Context: an optimization exercise on an open-source flow, tuned for small area, a short achievable clock period and few clock cycles per item. The choices shown serve that exercise and are no tape-out recipe. At most, simulation tests tie the RTL to the original design; equivalence was not proved.

==> 04-26: inputs <==
// DSP_CONV1D
module DSP_CONV1D #(
    parameter AXI_DATA_WIDTH = 32,
    parameter AXI_ADDR_WIDTH = 5,  
    parameter DSP_DATA_WIDTH = 32,
    parameter MAX_CONV_LEN = 256,
    parameter MAX_KERNEL_LEN = 32
)(
    input  s_axi_clk,
    input  s_axi_resetn,  
    input  [AXI_ADDR_WIDTH-1:0] s_axi_awaddr,
    input  s_axi_awvalid,
    output reg s_axi_awready,
    input  [AXI_DATA_WIDTH-1:0] s_axi_wdata,
    input  [AXI_DATA_WIDTH/8-1:0] s_axi_wstrb,
    input  s_axi_wvalid,
    output reg s_axi_wready,
    output reg  s_axi_bvalid,
    input  s_axi_bready,
    output reg [1:0] s_axi_bresp,
    input  [AXI_ADDR_WIDTH-1:0] s_axi_araddr,
    input  s_axi_arvalid,
    output reg s_axi_arready,
    output reg [AXI_DATA_WIDTH-1:0] s_axi_rdata,
    output reg [1:0] s_axi_rresp,
    output reg s_axi_rvalid,
    input  s_axi_rready,
    output interrupt_o,
    output reg [DSP_DATA_WIDTH-1:0] dsp_mem_addr_o,
    input  [DSP_DATA_WIDTH-1:0] dsp_mem_rdata_i,
    output reg dsp_mem_req_o,
    input  dsp_mem_ack_i,
    output reg dsp_mem_we_o,
    output reg [DSP_DATA_WIDTH-1:0] dsp_mem_wdata_o
);
export LEC_CHECK = 0
export ABC_AREA = 1
export CAP_MARGIN = 20
export CORE_MARGIN = 2
export CORE_UTILIZATION = 40
export SLEW_MARGIN = 20
create_clock -name core_clock -period 9.0 [get_ports {s_axi_clk}]
standard.sh (not shown) runs the stock make flow with config.mk's settings and CLKGATE_MAP_FILE= SYNTH_SCRIPT=/design/flow/synth_recipe.tcl, a recipe that flattens the netlist after the stock synthesis.
==> flow/flow/run.sh <==
#!/bin/bash
set -euo pipefail
bash standard.sh SETUP_SLACK_MARGIN=6 "BUFFER_PORTS_ARGS=-buffer_cell sky130_fd_sc_hd__buf_4" finish > standard_finish.log 2>&1
==> 11-10 (differences from 04-26) <==
--- a/flow/design.v
+++ b/flow/design.v
@@ -31,11 +31,11 @@
     input  dsp_mem_ack_i,
     output reg dsp_mem_we_o,
     output reg [DSP_DATA_WIDTH-1:0] dsp_mem_wdata_o
 );
     localparam P   = 4;    
-    localparam LP  = 2;    
+    localparam SW  = (P > 2) ? $clog2(P) : 1;    
     localparam R   = 6;    
     localparam FD  = 3;    
     localparam WQD = 2;    
     localparam CTRL_REG_ADDR          = 5'h00;
     localparam STATUS_REG_ADDR        = 5'h04;
@@ -146,22 +146,18 @@
     reg        inv_q;        
     reg [7:0]  nm1_q;        
     reg [5:0]  kl_q;         
     reg [8:0]  dlm1_q;       
     reg [7:0]  lasti_q;      
-    reg [8:0]  nblk_q;       
     reg        small_q;      
-    reg [LP-1:0] skip_q;     
     always @(posedge s_axi_clk) begin
         inv_q   <= kz_w || kbig_w || nlt_w || nbig_w;
         nm1_q   <= data_len_r[7:0] - {2'b0, kl6_w};
         kl_q    <= kl6_w;
         dlm1_q  <= data_len_r[8:0] - 9'd1;
         small_q <= (nm1_q < P - 1);
         lasti_q <= (nm1_q < P - 1) ? 8'd0 : (nm1_q + 8'd1 - P);
-        nblk_q  <= {1'b0, nm1_q >> LP} + 9'd1;
-        skip_q  <= (P - 1) - nm1_q[LP-1:0];
     end
     reg errp_q;      
     reg start_q;     
     wire finish_w;
     wire inten_n = (axi_write_fire_w && s_axi_awaddr == CTRL_REG_ADDR) ? s_axi_wdata[1] : interrupt_enable_r;
@@ -244,11 +240,10 @@
     wire          do_w;
     wire          w0_n;
     reg           v0, f0, w0;    
     reg           v1, f1, w1;
     reg  [WPW+1:0] w_pend;
-    wire [WPW+1:0] w_pend_n = w_pend + w0_n - do_w;
     always @(posedge s_axi_clk) begin
         if (wq_push) wq[wq_wp] <= wq_din;
     end
     always @(posedge s_axi_clk or negedge s_axi_resetn) begin
         if (!s_axi_resetn) begin
@@ -260,38 +255,40 @@
             case ({wq_push, do_w})
                 2'b10: begin wq_cnt <= wq_cnt + 1'b1; wq_ne_q <= 1'b1; end
                 2'b01: begin wq_cnt <= wq_cnt - 1'b1; wq_ne_q <= (wq_cnt != 1); end
                 default: ;
             endcase
-            w_pend <= w_pend_n;
-            wcredit_q <= (w_pend_n < WQD);
+            case ({w0_n, do_w})
+                2'b10: begin w_pend <= w_pend + 1'b1; wcredit_q <= (w_pend < WQD - 1); end
+                2'b01: begin w_pend <= w_pend - 1'b1; wcredit_q <= 1'b1; end
+                default: ;
+            endcase
         end
     end
     reg        r_act;      
     reg        r_k;        
-    reg [LP:0] r_fill;     
+    reg [SW:0] r_fill;     
     reg [5:0]  r_kidx;     
-    reg [8:0]  r_nblk;     
     reg [7:0]  r_i;        
     reg [8:0]  rx_idx;     
-    wire [7:0] r_inext = (r_nblk == 9'd2) ? lasti_q : r_i + P;
+    wire [7:0] r_inext = (r_i + P >= lasti_q) ? lasti_q : r_i + P;
+    wire r_last = (r_i == lasti_q);
     wire r_grpend = (r_fill == 1);
     wire r_blkend = r_grpend && (r_kidx == kl_q);
     wire r_gen = do_r;
     always @(posedge s_axi_clk or negedge s_axi_resetn) begin
         if (!s_axi_resetn) begin
             r_act <= 1'b0;
         end else begin
             if (start_q) r_act <= 1'b1;
-            else if (r_gen && !r_k && r_blkend && r_nblk == 9'd1) r_act <= 1'b0;
+            else if (r_gen && !r_k && r_blkend && r_last) r_act <= 1'b0;
         end
     end
     always @(posedge s_axi_clk) begin
         if (start_q) begin
             r_k     <= 1'b1;
             r_kidx  <= 6'd0;
-            r_nblk  <= nblk_q;
             r_i     <= 8'd0;
             rx_idx  <= 9'd0;
         end else if (r_gen) begin
             if (r_k) begin
                 r_kidx  <= r_kidx + 6'd1;
@@ -301,34 +298,34 @@
                 if (rx_idx != dlm1_q) rx_idx <= rx_idx + 9'd1;    
                 r_fill <= r_fill - 1'b1;
                 if (r_grpend) r_k <= 1'b1;
                 if (r_blkend) begin                  
                     r_kidx  <= 6'd0;
-                    r_nblk  <= r_nblk - 9'd1;
                     r_i     <= r_inext;
                     rx_idx  <= {1'b0, r_inext};
                 end
             end
         end
     end
     wire m_free = !dsp_mem_req_o || dsp_mem_ack_i;
     wire want_r = r_act && (f_roomy_q || f_pop);
-    assign do_w = m_free && wq_ne_q;
-    assign do_r = m_free && !wq_ne_q && want_r;
+    wire wsel = wq_ne_q && !(r_act && f_roomy_q && f_cnt < 2);
+    assign do_w = m_free && wsel;
+    assign do_r = m_free && !wsel && want_r;
     reg [8:0]  w_idx;      
-    wire [31:0] base_sel = wq_ne_q ? data_out_addr_r : (r_k ? kernel_addr_r : data_in_addr_r);
-    wire [8:0]  idx_sel  = wq_ne_q ? w_idx : (r_k ? {3'b0, r_kidx} : rx_idx);
-    wire [9:0]  addr_lo  = {1'b0, base_sel[8:0]} + {1'b0, idx_sel};
-    wire [22:0] base_inc = base_sel[31:9] + 23'd1;
-    wire [31:0] addr_nx  = {addr_lo[9] ? base_inc : base_sel[31:9], addr_lo[8:0]};
+    wire [31:0] rbase   = r_k ? kernel_addr_r : data_in_addr_r;
+    wire [8:0]  ridx    = r_k ? {3'b0, r_kidx} : rx_idx;
+    wire [31:0] raddr_w = rbase + {23'd0, ridx};
+    wire [31:0] waddr_w = data_out_addr_r + {23'd0, w_idx};
+    wire [31:0] addr_nx = wsel ? waddr_w : raddr_w;
     always @(posedge s_axi_clk or negedge s_axi_resetn) begin
         if (!s_axi_resetn) begin
             dsp_mem_req_o <= 1'b0;
             dsp_mem_we_o  <= 1'b0;
         end else if (m_free) begin
             dsp_mem_req_o <= wq_ne_q || want_r;
-            dsp_mem_we_o  <= wq_ne_q;
+            dsp_mem_we_o  <= wsel;
         end
     end
     always @(posedge s_axi_clk) begin
         if (m_free) begin
             dsp_mem_addr_o  <= addr_nx;
@@ -337,62 +334,64 @@
         if (start_q) w_idx <= 9'd0;
         else if (do_w) w_idx <= w_idx + 9'd1;
     end
     reg st_kload, st_run, st_flush, st_drain;
     reg [5:0]    c_tap;
-    reg [LP-1:0] c_slot;
-    reg [8:0]    c_nblk;
+    reg [SW-1:0] c_slot;
+    reg [7:0]    c_i;        
+    reg [SW-1:0] skip_q;     
     reg          c_first;    
     reg          t0, tl, s0, sl;    
-    reg [31:0] k_q;          
+    reg [47:0] ksel_q;       
     reg [31:0] dl [0:P-2];   
     wire need_f = t0 || s0 || sl;
     wire wr_op  = t0 && !c_first;
     wire iss_run = st_run && (!need_f || f_avail_q) && (!wr_op || wcredit_q);
-    wire flush_wr = small_q ? ({1'b0, c_slot} <= nm1_q[LP:0]) : (c_slot >= skip_q);
+    wire flush_wr = small_q ? (c_slot <= nm1_q) : (c_slot >= skip_q);
     wire iss_flush = st_flush && (!flush_wr || wcredit_q);
     wire iss_kload = st_kload && f_avail_q;
     assign f_pop = iss_kload || (iss_run && need_f);
     assign w0_n = (iss_run && wr_op) || (iss_flush && flush_wr);
     wire [31:0] x_in = (t0 || sl) ? f_head : dl[0];
     wire [47:0] ksel_w;
-    conv_booth_enc u_enc (.k(k_q), .sel(ksel_w));
+    conv_booth_enc u_enc (.k(f_head), .sel(ksel_w));
     wire drained = !v0 && !v1 && !wq_ne_q && !dsp_mem_req_o;
     assign finish_w = st_drain && drained;
     integer di;
     always @(posedge s_axi_clk) begin
-        if (iss_kload || (iss_run && s0 && !t0)) k_q <= f_head;
+        if (iss_kload || (iss_run && s0 && !t0)) ksel_q <= ksel_w;
         if (iss_run) begin
             for (di = 0; di < P-2; di = di + 1) dl[di] <= dl[di+1];
             dl[P-2] <= x_in;
         end
     end
     always @(posedge s_axi_clk or negedge s_axi_resetn) begin
         if (!s_axi_resetn) begin
             st_kload <= 1'b0; st_run <= 1'b0; st_flush <= 1'b0; st_drain <= 1'b0;
-            c_tap <= 6'd0; c_slot <= 0; c_nblk <= 9'd0; c_first <= 1'b0;
+            c_tap <= 6'd0; c_slot <= 0; c_i <= 8'd0; skip_q <= 0; c_first <= 1'b0;
             t0 <= 1'b0; tl <= 1'b0; s0 <= 1'b0; sl <= 1'b0;
             v0 <= 1'b0; f0 <= 1'b0; w0 <= 1'b0;
             v1 <= 1'b0; f1 <= 1'b0; w1 <= 1'b0;
         end else begin
             v1 <= v0; f1 <= f0; w1 <= w0;
             v0 <= iss_run || iss_flush;
             f0 <= iss_run && t0;
             w0 <= w0_n;
             if (start_q) begin
                 st_kload <= 1'b1;
-                c_nblk <= nblk_q;
+                c_i <= 8'd0;
+                skip_q <= 0;
                 c_first <= 1'b1;
                 c_tap <= 6'd0; c_slot <= 0;
                 t0 <= 1'b1; tl <= (kl_q == 6'd1); s0 <= 1'b1; sl <= 1'b0;
             end
             if (iss_kload) begin
                 st_kload <= 1'b0;
                 st_run <= 1'b1;
             end
             if (iss_run || iss_flush) begin
-                c_slot <= c_slot + 1'b1;
+                c_slot <= sl ? 0 : c_slot + 1'b1;
                 s0 <= sl;
                 sl <= (c_slot == P-2);
             end
             if (iss_run && sl) begin
                 c_tap <= c_tap + 6'd1;
@@ -401,13 +400,14 @@
                 if (tl) begin                        
                     c_tap <= 6'd0;
                     t0 <= 1'b1;
                     tl <= (kl_q == 6'd1);
                     c_first <= 1'b0;
-                    c_nblk <= c_nblk - 9'd1;
+                    c_i <= (c_i + P >= lasti_q) ? lasti_q : c_i + P;
+                    if (c_i != lasti_q) skip_q <= c_i + P - lasti_q;
                     st_run <= 1'b0;
-                    if (c_nblk == 9'd1) st_flush <= 1'b1;
+                    if (c_i == lasti_q) st_flush <= 1'b1;
                     else st_kload <= 1'b1;
                 end
             end
             if (iss_flush && sl) begin
                 st_flush <= 1'b0;
@@ -416,11 +416,11 @@
             if (finish_w) st_drain <= 1'b0;
         end
     end
     wire [R*32-1:0] rows_w;
     reg  [R*32-1:0] rows_q;
-    conv_mul_s1 u_s1 (.x(dl[P-2]), .sel(ksel_w), .rows(rows_w));
+    conv_mul_s1 u_s1 (.x(dl[P-2]), .sel(ksel_q), .rows(rows_w));
     always @(posedge s_axi_clk) rows_q <= rows_w;
     reg  [31:0] ring [0:P-2];
     reg  [31:0] rcs0, rcs1;
     wire [31:0] acc_in = f1 ? 32'd0 : ring[0];
     wire [31:0] q0_w, q1_w;
==> flow/config.mk (replaced) <==
export PLATFORM = sky130hd
export DESIGN_NAME = DSP_CONV1D
export DESIGN_NICKNAME = DSP_CONV1D
export VERILOG_FILES = /design/flow/design.v
export SDC_FILE = /design/flow/constraint.sdc
export NUM_CORES = 8
export LEC_CHECK = 0
export ABC_CLOCK_PERIOD_IN_PS = 3000
export CAP_MARGIN = 20
export CORE_MARGIN = 2
export CORE_UTILIZATION = 40
export SLEW_MARGIN = 20
==> summary of the runs <==
- 11-10 completed without violations. 04-26 finished with timing, DRC and antenna clean.
- Via count: 11-10 is lower than 04-26 (9.8%).
- Critical path depth is the same in 11-10 and 04-26.
- In 11-10 the clock skew is higher than in 04-26, by 0.013 ns.
- Register-to-register slack: 11-10 is higher than 04-26 (0.15 ns).
- Between 11-10 and 04-26, the lower routed wire length is in 11-10 (gap about 6%, measured against 04-26).
- Cell count: 04-26 is larger than 11-10 (16%).
Testbench counts of 11-10, summed over its fixed seeds: cycles 141,951, macs 128,917.
The RTL of 04-26 was laid out without a check of its function.

==> afterwards: timing with drivers on the ports <==
The results above use ideal ports. As a check the final layouts listed here were re-extracted and re-timed, cells and wires unchanged. Step 1 sets driving cells, clkbuf_16 on the clock port and buf_2 on the other inputs (assumed; they add their load-dependent delay and slew). Step 2 times the ports against the registers' clock, not the clock port: input delays grow and output delays shrink by t, the midpoint of the rising clock arrivals with the driver on. a / b / c = ideal ports / drivers / drivers and shift; a / b = the first two.
run	shift t [ns]	slack for setup (ns)	worst hold slack (ns)	clock arrival spread, ns	worst slew at a driven data input, ns
04-26	0.810	5.751 / 5.679 / 5.314	0.353 / 0.353 / 0.353	0.048 / 0.048	0.07
11-10	0.780	5.838 / 5.769 / 5.277	0.348 / 0.348 / 0.348	0.058 / 0.057	0.14
After both steps setup and hold are still met in every run listed. For 11-10, which loses most, drivers alone change the setup slack by -0.069 ns; drivers and shift together by -0.561 ns.
